Context: an optimization exercise on an open-source flow, tuned for small area, a short achievable clock period and few clock cycles. The choices shown serve that exercise and are no tape-out recipe. RTL that was checked went through simulation tests only; none was proved equivalent to the original. No activity file was given, so power comes from the tool's default toggle rates.

==> module LBP, before the edit <==
module LBP ( clk, reset, gray_addr, gray_req, gray_ready, gray_data, lbp_addr, lbp_valid, lbp_data, finish);
input   	clk;
input   	reset;
output  [13:0] 	gray_addr;
output         	gray_req;
input   	gray_ready;
input   [7:0] 	gray_data;
output  [13:0] 	lbp_addr;
output  	lbp_valid;
output  [7:0] 	lbp_data;
output  	finish;
localparam L = 8;               
localparam IW = 3;              
reg [IW-1:0] i;                 
reg [6:0] y, x;                 
reg run;                        
reg fin1;                       
reg finish;
reg lbp_valid;
reg [13:0] lbp_addr;
reg [7:0] lbp_data;
assign gray_addr = {y, x};
assign gray_req  = run;
wire col_end = (i == L-1);
wire last    = (y == 7'd127) && (x == 7'd127);
wire [6:0] y_dec = y - 7'd1;
always @(posedge clk or posedge reset) begin
    if (reset) begin
        i <= 0; y <= 7'd0; x <= 7'd0;
        run <= 1'b0; fin1 <= 1'b0; finish <= 1'b0; lbp_valid <= 1'b0;
    end else begin
        if (run) begin
            if (col_end) begin
                i <= 0;
                x <= x + 7'd1;
                y <= (x == 7'd127) ? y_dec : y - (L-1);
            end else begin
                i <= i + 1'b1;
                y <= y + 7'd1;
            end
        end
        run <= run ? ~last : (gray_ready & ~fin1);
        fin1 <= fin1 | (run & last);
        finish <= fin1;
        lbp_valid <= run & (i >= 2) & (x >= 7'd2);
    end
end
function ge8(input [7:0] a, input [7:0] b);
    integer k; reg g;
    begin
        g = 1'b1;
        for (k = 0; k < 8; k = k + 1) g = (a[k] & ~b[k]) | ((a[k] | ~b[k]) & g);
        ge8 = g;
    end
endfunction
reg [7:0] p [1:L+1];
wire [7:0] c = gray_data;
integer j;
always @(posedge clk) begin
    p[1] <= c;
    for (j = 2; j <= L+1; j = j + 1) p[j] <= p[j-1];
end
wire [7:0] q = p[L+1];          
reg w1;
reg [1:0] w2;
reg [2:0] w [3:L];
reg [3:0] wl;
always @(posedge clk) begin
    w1 <= ge8(q, c);
    w2 <= {ge8(q, p[1]), w1};
    w[3] <= {ge8(q, p[2]), w2};
    for (j = 4; j <= L; j = j + 1) w[j] <= w[j-1];
    wl <= {ge8(q, p[L]), w[L]};
    lbp_data <= {ge8(c, q), ge8(p[L], q), wl[2], ge8(p[1], q), wl[1], ge8(p[2], q), wl[3], wl[0]};
    lbp_addr <= {y_dec, x - 7'd1};
end
endmodule
export LEC_CHECK = 0
export CAP_MARGIN = 20
export CORE_MARGIN = 2
export CORE_UTILIZATION = 40
export SLEW_MARGIN = 20
create_clock -name core_clock -period 5.0 [get_ports {clk}]
run.sh (not shown) runs the stock make flow with config.mk's settings and CLKGATE_MAP_FILE= SYNTH_SCRIPT=/design/flow/synth_recipe.tcl, a recipe that flattens the netlist after the stock synthesis.
The starting point ran to the end with no violations.
Then changed:
==> flow/design.v (replaced) <==
`timescale 1ns/10ps
module LBP ( clk, reset, gray_addr, gray_req, gray_ready, gray_data, lbp_addr, lbp_valid, lbp_data, finish);
input   	clk;
input   	reset;
output  [13:0] 	gray_addr;
output         	gray_req;
input   	gray_ready;
input   [7:0] 	gray_data;
output  [13:0] 	lbp_addr;
output  	lbp_valid;
output  [7:0] 	lbp_data;
output  	finish;
localparam L = 8;               
localparam K = L - 2;           
localparam IW = 3;              
reg [IW-1:0] i;                 
reg [6:0] y, x;                 
reg run;                        
reg fin1;                       
reg finish;
reg lbp_valid;
reg [13:0] lbp_addr;
reg [7:0] lbp_data;
assign gray_addr = {y, x};
assign gray_req  = run;
wire col_end = (i == L-1);
wire last    = (y == 7'd127) && (x == 7'd127);
always @(posedge clk or posedge reset) begin
    if (reset) begin
        i <= 0; y <= 7'd0; x <= 7'd0;
        run <= 1'b0; fin1 <= 1'b0; finish <= 1'b0; lbp_valid <= 1'b0;
    end else begin
        if (run) begin
            if (col_end) begin
                i <= 0;
                x <= x + 7'd1;
                y <= (x == 7'd127) ? y - 7'd1 : y - (L-1);
            end else begin
                i <= i + 1'b1;
                y <= y + 7'd1;
            end
        end
        run <= run ? ~last : (gray_ready & ~fin1);
        fin1 <= fin1 | (run & last);
        finish <= fin1;
        lbp_valid <= run & (i >= 2) & (x >= 7'd2);
    end
end
reg [7:0] p [1:L+1];
wire [7:0] c = gray_data;
integer j;
always @(posedge clk) begin
    p[1] <= c;
    for (j = 2; j <= L+1; j = j + 1) p[j] <= p[j-1];
end
wire [7:0] up = p[1];
wire [7:0] dl = p[L-1];
wire [7:0] lf = p[L];
wire [7:0] ul = p[L+1];
reg [7:0] w [1:L+1];
always @(posedge clk) begin
    w[1] <= {2'b00, (dl >= c), 1'b0, (lf >= c), 1'b0, (up >= c), (ul >= c)};
    w[2] <= w[1] | {1'b0, (c >= up), 6'b0};
    for (j = 3; j <= L-1; j = j + 1) w[j] <= w[j-1];
    w[L]   <= w[L-1] | {5'b0, (c >= dl), 2'b0};
    w[L+1] <= w[L]   | {3'b0, (c >= lf), 4'b0};
    lbp_data <= w[L+1] | {(c >= ul), 7'b0};
    lbp_addr <= {y - 7'd1, x - 7'd1};
end
endmodule
Critical path depth is unchanged.
Count of clock-buffer cells in the layout climbs by 5.
Via count is higher by 13%.
Cell area increases by 14%.
Wire length climbs by 14%.
Die area goes up by 17%.
Core utilization came out lower by 1.4 points.
First-iteration DRC count grows by 120%.
Power increases by 7.5%.
Clock skew is lower by 0.0039 ns.
Synthesized area rose by 18%.
Maximum frequency rose by 4.4%.
Testbench counts after the change, summed over its fixed seeds: cycles 258,084.
No functional check of the RTL was part of the first run of this note.

[separate check: timing with driven ports]
The results above use ideal ports. As a check the final layouts listed here were re-extracted and re-timed, cells and wires unchanged.
Step 1, drivers: a clkbuf_16 drives clk and a buf_2 each remaining input, both assumed.
Step 2 moves the port delays by t, midway between the first and last clock arrival at a register: inputs arrive t later, outputs are due t later. That takes back most of the time a late clock gives input paths.
Slacks: ideal ports / drivers / drivers and shift; pairs: ideal ports / drivers.
run | t (ns) | slack for setup (ns) | slew at the worst register clock pin (ns) | worst slew at a driven data input, ns
the first run | 0.537 | 2.141 / 2.110 / 2.591 | 0.07 / 0.07 | 0.04
the second run | 0.444 | 2.262 / 2.225 / 2.076 | 0.06 / 0.06 | 0.04
After both steps setup and hold are still met in every run listed. The setup slack of the second run, which loses most, moves by -0.037 ns with the drivers and by -0.186 ns with both steps.
